What follows belongs to an exercise in optimizing a design on an open flow for small area, a short achievable clock period and few clock cycles; a production flow would make more cautious choices. Function was checked by simulation only, so behaviour that the tests miss may differ from the original.

==> 05-08 <==
Design Milestone1, start of the top module:
module Milestone1(
		input  logic        CLOCK_50,
		input  logic        Resetn,
		input  logic        start,
		output logic        finish,
		input  logic [15:0] SRAM_read_data,
		output logic [17:0] SRAM_address,
		output logic [15:0] SRAM_write_data,
		output logic        SRAM_we_n
);
localparam logic [1:0] S_IDLE = 2'd0, S_PRO = 2'd1, S_RUN = 2'd2, S_DONE = 2'd3;
logic [1:0]  state;
logic [3:0]  ph;         
logic [6:0]  kcol;       
logic [15:0] ya;         
logic [16:0] rgb;        
logic [7:0]  wu [0:5];
logic [7:0]  wv [0:5];
logic [7:0]  pu, pv;     
logic [15:0] yw;         
logic [9:0]  vo;         
logic [7:0]  bbuf;       
wire run   = (state == S_RUN);
wire pro   = (state == S_PRO);
wire first = (kcol == 7'd0);
wire edge_dup = (kcol >= 7'd78);
logic        fsel_v;     
logic [8:0]  fp1, fp2, fp3;
always_ff @(posedge CLOCK_50) begin
	if (fsel_v) begin
		fp1 <= {1'b0, wv[2]} + {1'b0, wv[3]};
		fp2 <= {1'b0, wv[1]} + {1'b0, wv[4]};
		fp3 <= {1'b0, wv[0]} + {1'b0, wv[5]};
	end else begin
		fp1 <= {1'b0, wu[2]} + {1'b0, wu[3]};
		fp2 <= {1'b0, wu[1]} + {1'b0, wu[4]};
		fp3 <= {1'b0, wu[0]} + {1'b0, wu[5]};
	end
end
logic [8:0]  fp1n, fp2n, fp3n;
logic [17:0] fsum;
logic [9:0]  fout;
always_comb begin
	fp1n = ~fp1; fp2n = ~fp2; fp3n = ~fp3;
	fout = fsum[17:8];
end
logic f_1, f_2, f_3, f_4, f_5, f_6, f_7, f_8;
logic f_9, f_10, f_11, f_12, f_13, f_14, f_15, f_16;
logic f_17, f_18, f_19, f_20, f_21, f_22, f_23, f_24;
  ...
export LEC_CHECK = 0
export CAP_MARGIN = 20
export CORE_MARGIN = 2
export CORE_UTILIZATION = 40
export SLEW_MARGIN = 20
export SYNTH_HIERARCHICAL = 1
export SYNTH_MINIMUM_KEEP_SIZE = 0
create_clock -name core_clock -period 11.5 [get_ports {CLOCK_50}]
standard.sh (not shown) runs the stock make flow with config.mk's settings and CLKGATE_MAP_FILE= SYNTH_SCRIPT=/design/flow/synth_recipe.tcl, a recipe that flattens the netlist after the stock synthesis.
==> flow/flow/run.sh <==
#!/bin/bash
# Standard layout (unchanged synthesis), with timing repair aiming for a
# setup slack margin so that the achieved period, not just 11.5 ns, is
# optimised.  Each run writes its full output to a log of its own.
set -euo pipefail
bash standard.sh SETUP_SLACK_MARGIN=7.8 finish > standard.log 2>&1
==> 09-14 (differences from 05-08) <==
--- a/flow/design.v
+++ b/flow/design.v
@@ -13,10 +13,11 @@
 localparam logic [1:0] S_IDLE = 2'd0, S_PRO = 2'd1, S_RUN = 2'd2, S_DONE = 2'd3;
 logic [1:0]  state;
 logic [3:0]  ph;         
 logic [6:0]  kcol;       
 logic [15:0] ya;         
+logic [15:0] ua;         
 logic [16:0] rgb;        
 logic [7:0]  wu [0:5];
 logic [7:0]  wv [0:5];
 logic [7:0]  pu, pv;     
 logic [15:0] yw;         
@@ -559,10 +560,11 @@
 	if (!Resetn) begin
 		state     <= S_IDLE;
 		ph        <= 4'd0;
 		kcol      <= 7'd0;
 		ya        <= 16'd0;
+		ua        <= 16'd38400;
 		rgb       <= 17'h03E00;
 		finish    <= 1'b0;
 		SRAM_we_n <= 1'b1;
 		fsel_v    <= 1'b0;
 	end else begin
@@ -574,18 +576,20 @@
 				ph    <= 4'd0;
 			end
 		end
 		S_PRO: begin
 			ph <= ph + 4'd1;
+			if (ph == 4'd0 || ph == 4'd4) ua <= ua + 16'd1;
 			if (ph == 4'd1) ya <= ya + 16'd1;
 			if (ph == 4'd7) begin
 				state <= S_RUN;
 				ph    <= 4'd0;
 			end
 		end
 		S_RUN: begin
 			ph <= (ph == 4'd9) ? 4'd0 : ph + 4'd1;
+			if (ph == 4'd0 && !edge_dup) ua <= ua + 16'd1;
 			if (ph == 4'd1 || (ph == 4'd2 && kcol != 7'd79)) ya <= ya + 16'd1;
 			if (ph >= 4'd3 && ph <= 4'd8) begin
 				SRAM_we_n <= 1'b0;
 				rgb <= rgb + 17'd1;
 			end else
@@ -608,30 +612,23 @@
 			SRAM_we_n <= 1'b1;
 		end
 		endcase
 	end
 end
-logic sel_v, sel_ya, sel_rgb;
-logic [1:0]  uv_off;
-logic [16:0] uv_addr;
+wire [16:0] va = {1'b0, ua} + 17'd19200;
+logic sel_va, sel_ya, sel_rgb;
 always_comb begin
-	sel_v   = (state == S_IDLE) || (pro && (ph == 4'd3 || ph == 4'd7)) ||
+	sel_va  = (state == S_IDLE) || (pro && (ph == 4'd3 || ph == 4'd7)) ||
 	          (run && ph == 4'd9);
 	sel_ya  = (pro && ph == 4'd1) || (run && (ph == 4'd1 || ph == 4'd2));
 	sel_rgb = run && ph >= 4'd3 && ph <= 4'd8;
-	if (state == S_IDLE || (pro && ph == 4'd0) || (run && kcol == 7'd79))
-		uv_off = 2'd0;
-	else if (pro && ph <= 4'd4)
-		uv_off = 2'd1;
-	else
-		uv_off = 2'd2;
-	uv_addr = {2'b00, ya[15:1]} + (sel_v ? 17'd57600 : 17'd38400) + {15'd0, uv_off};
 end
 always_ff @(posedge CLOCK_50) begin
 	if (sel_rgb)     SRAM_address <= {1'b1, rgb};
 	else if (sel_ya) SRAM_address <= {2'b00, ya};
-	else             SRAM_address <= {1'b0, uv_addr};
+	else if (sel_va) SRAM_address <= {1'b0, va};
+	else             SRAM_address <= {2'b00, ua};
 end
 logic u_load, u_dup, u_pend, v_load, v_dup, v_pend;
 always_comb begin
 	v_load = (pro && (ph == 4'd2 || ph == 4'd6)) || (run && ph == 4'd2 && !edge_dup);
 	v_dup  = (pro && (ph == 4'd3 || ph == 4'd4)) || (run && edge_dup && (ph == 4'd2 || ph == 4'd5));
==> flow/run.sh (new file) <==
#!/bin/bash
# synth_recipe.tcl (not shown) runs the flow's synth.tcl, then flattens the netlist and writes it again
# the make line also repeats each setting of config.mk as NAME=value (left out here)
make -C /OpenROAD-flow-scripts/flow DESIGN_CONFIG=/design/flow/config.mk WORK_HOME=/design/flow/orfs CLKGATE_MAP_FILE= SYNTH_SCRIPT=/design/flow/synth_recipe.tcl finish
removed: flow/flow/run.sh
removed: flow/standard.sh
==> 12-17 (differences from 05-08) <==
==> flow/run.sh (new file) <==
#!/bin/bash
# synth_recipe.tcl (not shown) runs the flow's synth.tcl, then flattens the netlist and writes it again
# the make line also repeats each setting of config.mk as NAME=value (left out here)
make -C /OpenROAD-flow-scripts/flow DESIGN_CONFIG=/design/flow/config.mk WORK_HOME=/design/flow/orfs CLKGATE_MAP_FILE= SYNTH_SCRIPT=/design/flow/synth_recipe.tcl finish
removed: flow/flow/run.sh
removed: flow/standard.sh
==> comparison table <==
Fin Hold WS: 12-17 0.446 ns; 09-14 0.450 ns; 05-08 0.452 ns
Number of global-route vias before repair: 12-17 16000; 09-14 16100; 05-08 16300
Via density per instance: 12-17 5.20; 09-14 5.24; 05-08 5.15
Outcome: 12-17 complete, no violations; 09-14 complete, no violations; 05-08 complete, no violations
Required time of the worst setup path: 12-17 11.79 ns; 09-14 11.84 ns; 05-08 11.81 ns
Levels on crit path: 12-17 13; 09-14 14; 05-08 13
Netlist Area Pre-Place: 12-17 0.0237 mm2; 09-14 0.0244 mm2; 05-08 0.0237 mm2
Post-Layout Cell Count: 12-17 2884; 09-14 2871; 05-08 2976
Portion of the layout cell area used by non-clock buffers: 12-17 2.49%; 09-14 2.26%; 05-08 5.07%
Number of library cell types mapped by synthesis: 12-17 71; 09-14 81; 05-08 71
Beginning of the critical path: 12-17 fp1[8]$_DFF_P_; 09-14 fp1[7]$_DFF_P_; 05-08 fp1[6]$_DFF_P_
Share of layout cells above drive strength 1: 12-17 6.73%; 09-14 7.66%; 05-08 13.9%
Multi-input logic cell count: 12-17 1384; 09-14 1360; 05-08 1384
Global-route wire length before repair: 12-17 88.7 mm; 09-14 89.7 mm; 05-08 89.1 mm
Initial core utilization: 12-17 40.3%; 09-14 40.4%; 05-08 40.3%
Antenna violations before repair: 12-17 2; 09-14 0; 05-08 0
Routed Wire Length: 12-17 55.1 mm; 09-14 56.6 mm; 05-08 56.2 mm
Avg Inst Size Synth: 12-17 11.9 um2; 09-14 12.3 um2; 05-08 11.9 um2
RSZ-0062 raised after global routing: 12-17 false; 09-14 false; 05-08 true
Min-delay src: 12-17 bbuf[3]$_DFF_P_; 09-14 wu[3][5]$_DFFE_PP_; 05-08 wu[5][6]$_DFFE_PP_
Routed wirelength normalized by instance count: 12-17 19.1 um; 09-14 19.7 um; 05-08 18.9 um
Testbench counts of 05-08, summed over its fixed seeds: cycles 775,684.
Testbench counts of 09-14, summed over its fixed seeds: cycles 775,684.
Testbench counts of 12-17, summed over its fixed seeds: cycles 775,684.

========
==> build 68 <==
Milestone1, a different RTL version from the one above (not shown whole).
==> flow/config.mk <==
export PLATFORM = sky130hd
export DESIGN_NAME = Milestone1
export DESIGN_NICKNAME = Milestone1
export VERILOG_FILES = /design/flow/design.v
export SDC_FILE = /design/flow/constraint.sdc
export NUM_CORES = 4
export LEC_CHECK = 0
export CAP_MARGIN = 20
export CORE_MARGIN = 2
export CORE_UTILIZATION = 60
export SLEW_MARGIN = 20
export SYNTH_HIERARCHICAL = 1
export SYNTH_MINIMUM_KEEP_SIZE = 0
==> flow/constraint.sdc <==
create_clock -name core_clock -period 11.5 [get_ports {CLOCK_50}]
set_input_delay 2.3000 -clock core_clock [delete_from_list [all_inputs] [get_ports {CLOCK_50}]]
set_output_delay 2.3000 -clock core_clock [all_outputs]
set_load 0.01 [all_outputs]
==> flow/flow/run.sh <==
#!/bin/bash
# Standard layout (unchanged synthesis), with timing repair aiming for a
# setup slack margin so that the achieved period, not just 11.5 ns, is
# optimised.  Each run writes its full output to a log of its own.
set -euo pipefail
bash standard.sh SETUP_SLACK_MARGIN=7.5 finish > standard.log 2>&1
==> inputs of build 65, as changes to build 68 <==
--- a/flow/design.v
+++ b/flow/design.v
@@ -113,32 +113,32 @@
 assign f_70 = fa5[11];
 assign fsum = {f_70, f_68, f_66, f_64, f_62, f_60, f_58, f_56, f_54, f_52, f_50, f_48, f_46, f_45, ge1[3], ge1[2], ge1[1], ge1[0]} + {1'b1, f_69, f_67, f_65, f_63, f_61, f_59, f_57, f_55, f_53, f_51, f_49, f_47, fe3[0], ge2[1], ge2[0], 1'b0, 1'b0};
 logic [7:0]  py, pyn;
 logic [9:0]  ur, vr;     
 logic [9:0]  xu, xv, xun, xvn;
-logic [11:0] sr_a, sr_b, sg_a, sg_b, sb_a, sb_b;
-logic [15:0] sr_lo, sg_lo, sb_lo;
+logic [15:0] sr_a, sr_b, sg_a, sg_b, sb_a, sb_b;
+logic [11:0] sr_lo, sg_lo, sb_lo;
 logic        sr_c, sg_c, sb_c;
-logic [11:0] rr_a, rr_b, rg_a, rg_b, rb_a, rb_b;
+logic [15:0] rr_a, rr_b, rg_a, rg_b, rb_a, rb_b;
 logic        rr_c, rg_c, rb_c;
-logic [11:0] hr, hg, hb;
+logic [15:0] hr, hg, hb;
 logic [7:0]  cr, cg, cb;
-function automatic logic [7:0] clip(input logic [11:0] s);
-	clip = s[11] ? 8'd0 : ((|s[10:8]) ? 8'd255 : s[7:0]);
+function automatic logic [7:0] clip(input logic [15:0] h);
+	clip = h[15] ? 8'd0 : ((|h[14:12]) ? 8'd255 : h[11:4]);
 endfunction
 always_ff @(posedge CLOCK_50) begin
 	rr_a <= sr_a; rr_b <= sr_b; rr_c <= sr_c;
 	rg_a <= sg_a; rg_b <= sg_b; rg_c <= sg_c;
 	rb_a <= sb_a; rb_b <= sb_b; rb_c <= sb_c;
 end
 always_comb begin
 	pyn = ~py;
 	xu = {~ur[9], ur[8:0]}; xun = ~xu;
 	xv = {~vr[9], vr[8:0]}; xvn = ~xv;
-	hr = rr_a + rr_b + {11'd0, rr_c};
-	hg = rg_a + rg_b + {11'd0, rg_c};
-	hb = rb_a + rb_b + {11'd0, rb_c};
+	hr = rr_a + rr_b + {15'd0, rr_c};
+	hg = rg_a + rg_b + {15'd0, rg_c};
+	hb = rb_a + rb_b + {15'd0, rb_c};
 	cr = clip(hr);
 	cg = clip(hg);
 	cb = clip(hb);
 end
 logic csr_1, csr_2, csr_3, csr_4, csr_5, csr_6, csr_7, csr_8;
@@ -309,13 +309,13 @@
 assign csr_177 = ~(csr_130 ^ csr_131);
 assign csr_178 = csr_130 | csr_131;
 assign csr_179 = ~(csr_132 ^ csr_133);
 assign csr_180 = csr_132 | csr_133;
 m1_ha u_csr_181 (.a(csr_134), .b(xv[8]), .s(csr_181), .co(csr_182));
-assign {sr_c, sr_lo} = {1'b0, csr_160, csr_158, csr_156, csr_154, csr_152, csr_150, csr_148, csr_146, csr_144, csr_142, csr_140, csr_138, csr_136, csr_135, xvn[1], xvn[0]} + {1'b0, csr_161, csr_159, csr_157, csr_155, csr_153, csr_151, csr_149, csr_147, csr_145, csr_143, csr_141, csr_139, csr_137, 1'b1, 1'b0, 1'b1};
-assign sr_a = {1'b1, csr_182, csr_180, csr_178, csr_176, csr_174, csr_172, csr_170, csr_168, csr_166, csr_164, csr_162};
-assign sr_b = {1'b0, xv[9], csr_181, csr_179, csr_177, csr_175, csr_173, csr_171, csr_169, csr_167, csr_165, csr_163};
+assign {sr_c, sr_lo} = {1'b0, csr_152, csr_150, csr_148, csr_146, csr_144, csr_142, csr_140, csr_138, csr_136, csr_135, xvn[1], xvn[0]} + {1'b0, csr_153, csr_151, csr_149, csr_147, csr_145, csr_143, csr_141, csr_139, csr_137, 1'b1, 1'b0, 1'b1};
+assign sr_a = {1'b1, csr_182, csr_180, csr_178, csr_176, csr_174, csr_172, csr_170, csr_168, csr_166, csr_164, csr_162, csr_160, csr_158, csr_156, csr_154};
+assign sr_b = {1'b0, xv[9], csr_181, csr_179, csr_177, csr_175, csr_173, csr_171, csr_169, csr_167, csr_165, csr_163, csr_161, csr_159, csr_157, csr_155};
 m1_ha u_csg_1 (.a(py[5]), .b(py[3]), .s(csg_1), .co(csg_2));
 m1_ha u_csg_3 (.a(py[7]), .b(py[5]), .s(csg_3), .co(csg_4));
 m1_ha u_csg_5 (.a(py[6]), .b(py[4]), .s(csg_5), .co(csg_6));
 m1_ha u_csg_7 (.a(py[7]), .b(py[5]), .s(csg_7), .co(csg_8));
 m1_ha u_csg_9 (.a(pyn[7]), .b(py[0]), .s(csg_9), .co(csg_10));
@@ -433,13 +433,13 @@
 m1_fa u_csg_217 (.a(csg_170), .b(csg_171), .c(csg_129), .s(csg_217), .co(csg_218));
 m1_fa u_csg_219 (.a(csg_172), .b(csg_173), .c(csg_133), .s(csg_219), .co(csg_220));
 m1_fa u_csg_221 (.a(csg_174), .b(csg_175), .c(csg_137), .s(csg_221), .co(csg_222));
 m1_fa u_csg_223 (.a(csg_176), .b(csg_177), .c(xvn[8]), .s(csg_223), .co(csg_224));
 m1_ha u_csg_225 (.a(csg_178), .b(xvn[9]), .s(csg_225), .co(csg_226));
-assign {sg_c, sg_lo} = {1'b0, csg_204, csg_202, csg_200, csg_198, csg_196, csg_194, csg_192, csg_190, csg_188, csg_186, csg_184, csg_182, csg_180, csg_179, xvn[1], xvn[0]} + {1'b0, csg_205, csg_203, csg_201, csg_199, csg_197, csg_195, csg_193, csg_191, csg_189, csg_187, csg_185, csg_183, csg_181, 1'b1, 1'b0, 1'b1};
-assign sg_a = {1'b1, csg_226, csg_224, csg_222, csg_220, csg_218, csg_216, csg_214, csg_212, csg_210, csg_208, csg_206};
-assign sg_b = {1'b0, 1'b1, csg_225, csg_223, csg_221, csg_219, csg_217, csg_215, csg_213, csg_211, csg_209, csg_207};
+assign {sg_c, sg_lo} = {1'b0, csg_196, csg_194, csg_192, csg_190, csg_188, csg_186, csg_184, csg_182, csg_180, csg_179, xvn[1], xvn[0]} + {1'b0, csg_197, csg_195, csg_193, csg_191, csg_189, csg_187, csg_185, csg_183, csg_181, 1'b1, 1'b0, 1'b1};
+assign sg_a = {1'b1, csg_226, csg_224, csg_222, csg_220, csg_218, csg_216, csg_214, csg_212, csg_210, csg_208, csg_206, csg_204, csg_202, csg_200, csg_198};
+assign sg_b = {1'b0, 1'b1, csg_225, csg_223, csg_221, csg_219, csg_217, csg_215, csg_213, csg_211, csg_209, csg_207, csg_205, csg_203, csg_201, csg_199};
 m1_ha u_csb_1 (.a(py[5]), .b(py[3]), .s(csb_1), .co(csb_2));
 m1_ha u_csb_3 (.a(py[6]), .b(py[4]), .s(csb_3), .co(csb_4));
 m1_fa u_csb_5 (.a(py[7]), .b(py[5]), .c(py[3]), .s(csb_5), .co(csb_6));
 m1_ha u_csb_7 (.a(pyn[4]), .b(xun[6]), .s(csb_7), .co(csb_8));
 m1_fa u_csb_9 (.a(pyn[5]), .b(xun[7]), .c(xun[5]), .s(csb_9), .co(csb_10));
@@ -521,13 +521,13 @@
 assign csb_143 = ~(csb_98 ^ csb_99);
 assign csb_144 = csb_98 | csb_99;
 m1_ha u_csb_145 (.a(csb_100), .b(xu[7]), .s(csb_145), .co(csb_146));
 assign csb_147 = ~xu[8];
 assign csb_148 = xu[8];
-assign {sb_c, sb_lo} = {1'b0, csb_126, csb_124, csb_122, csb_120, csb_118, csb_116, csb_114, csb_112, csb_110, csb_108, csb_106, csb_104, csb_102, csb_101, xun[1], xun[0]} + {1'b0, csb_127, csb_125, csb_123, csb_121, csb_119, csb_117, csb_115, csb_113, csb_111, csb_109, csb_107, csb_105, csb_103, xun[0], 1'b0, 1'b1};
-assign sb_a = {1'b1, csb_148, csb_146, csb_144, csb_142, csb_140, csb_138, csb_136, csb_134, csb_132, csb_130, csb_128};
-assign sb_b = {1'b0, xu[9], csb_147, csb_145, csb_143, csb_141, csb_139, csb_137, csb_135, csb_133, csb_131, csb_129};
+assign {sb_c, sb_lo} = {1'b0, csb_118, csb_116, csb_114, csb_112, csb_110, csb_108, csb_106, csb_104, csb_102, csb_101, xun[1], xun[0]} + {1'b0, csb_119, csb_117, csb_115, csb_113, csb_111, csb_109, csb_107, csb_105, csb_103, xun[0], 1'b0, 1'b1};
+assign sb_a = {1'b1, csb_148, csb_146, csb_144, csb_142, csb_140, csb_138, csb_136, csb_134, csb_132, csb_130, csb_128, csb_126, csb_124, csb_122, csb_120};
+assign sb_b = {1'b0, xu[9], csb_147, csb_145, csb_143, csb_141, csb_139, csb_137, csb_135, csb_133, csb_131, csb_129, csb_127, csb_125, csb_123, csb_121};
 always_ff @(posedge CLOCK_50 or negedge Resetn) begin
 	if (!Resetn) begin
 		state     <= S_IDLE;
 		ph        <= 4'd0;
 		kcol      <= 7'd0;
==> flow/flow/run.sh (replaced) <==
#!/bin/bash
# Standard layout (unchanged synthesis), with timing repair aiming for a
# setup slack margin so that the achieved period, not just 11.5 ns, is
# optimised.  Each run writes its full output to a log of its own.
set -euo pipefail
bash standard.sh SETUP_SLACK_MARGIN=7.8 finish > standard.log 2>&1
--- a/flow/config.mk
+++ b/flow/config.mk
@@ -5,9 +5,9 @@
 export SDC_FILE = /design/flow/constraint.sdc
 export NUM_CORES = 4
 export LEC_CHECK = 0
 export CAP_MARGIN = 20
 export CORE_MARGIN = 2
-export CORE_UTILIZATION = 60
+export CORE_UTILIZATION = 40
 export SLEW_MARGIN = 20
 export SYNTH_HIERARCHICAL = 1
 export SYNTH_MINIMUM_KEEP_SIZE = 0
==> run summary <==
quantity                                                       build 68        build 65
Met3 Routed Length                                              2350 um         2270 um
Time the worst path needs with I/O delays and setup             3.91 ns         3.75 ns
Overall routing resource usage                                    0.271           0.179
Proportion of synthesized chip area in sequential cells           0.387           0.399
Run status                                               finished clean  finished clean
Post-synthesis compound-gate area fraction                        0.101          0.0992
Area grow syn2layout                                              12.3%           14.1%
Post-synth cell types                                                89              87
Met2 routed wirelength                                         27300 um        27000 um
Multiplexer fraction of the synthesized cell area                0.0391          0.0391
Die width                                                        205 um          253 um
Final setup skew                                              0.0276 ns       0.0211 ns
Smallest setup slack after layout                               7.59 ns         7.75 ns
Cell depth of the worst hold path                                     0               2
Crit Path Max Fanout                                                  2               3
Number of stages on the worst setup path                              1              11
Clock buf/inv share                                              0.0499          0.0550
Share of the clock period used by the worst path                  0.340           0.326
Final estimated routing congestion in global placement            0.921           0.864
Testbench counts of build 68, summed over its fixed seeds: cycles 775,684.
Testbench counts of build 65, summed over its fixed seeds: cycles 775,684.

[static timing again, ports no longer ideal]
How much do the figures lean on ideal ports? The routed layouts below were timed once more, with nothing changed but the port constraints. Step 1 (the two cells are an assumption about what drives the block):
set clk [get_ports {CLOCK_50}]
set_driving_cell -lib_cell sky130_fd_sc_hd__clkbuf_16 $clk
set_driving_cell -lib_cell sky130_fd_sc_hd__buf_2 [delete_from_list [all_inputs] $clk]
Step 2 times the ports against the registers' clock, not the clock port: input delays grow and output delays shrink by t, the midpoint of the rising clock arrivals with the driver on. Slacks: ideal ports / drivers / drivers and shift; pairs: ideal ports / drivers.
| run | shift t [ns] | setup slack, ns | hold slack, ns | slew at the worst register clock pin (ns) |
|---|---|---|---|---|
| 05-08 | 0.642 | 7.016 / 7.016 / 7.016 | 0.452 / 0.452 / 0.452 | 0.07 / 0.07 |
| 09-14 | 0.638 | 6.787 / 6.787 / 6.787 | 0.450 / 0.450 / 0.450 | 0.06 / 0.06 |
| 12-17 | 0.631 | 6.539 / 6.539 / 6.539 | 0.446 / 0.446 / 0.446 | 0.07 / 0.07 |
| build 68 | 0.624 | 7.590 / 7.532 / 7.538 | 0.444 / 0.444 / 0.444 | 0.07 / 0.07 |
| build 65 | 0.642 | 7.752 / 7.752 / 7.620 | 0.436 / 0.436 / 0.436 | 0.07 / 0.07 |
After both steps every run listed still meets setup and hold. For build 65, which loses most, drivers alone change the setup slack by 0.000 ns; drivers and shift together by -0.132 ns.
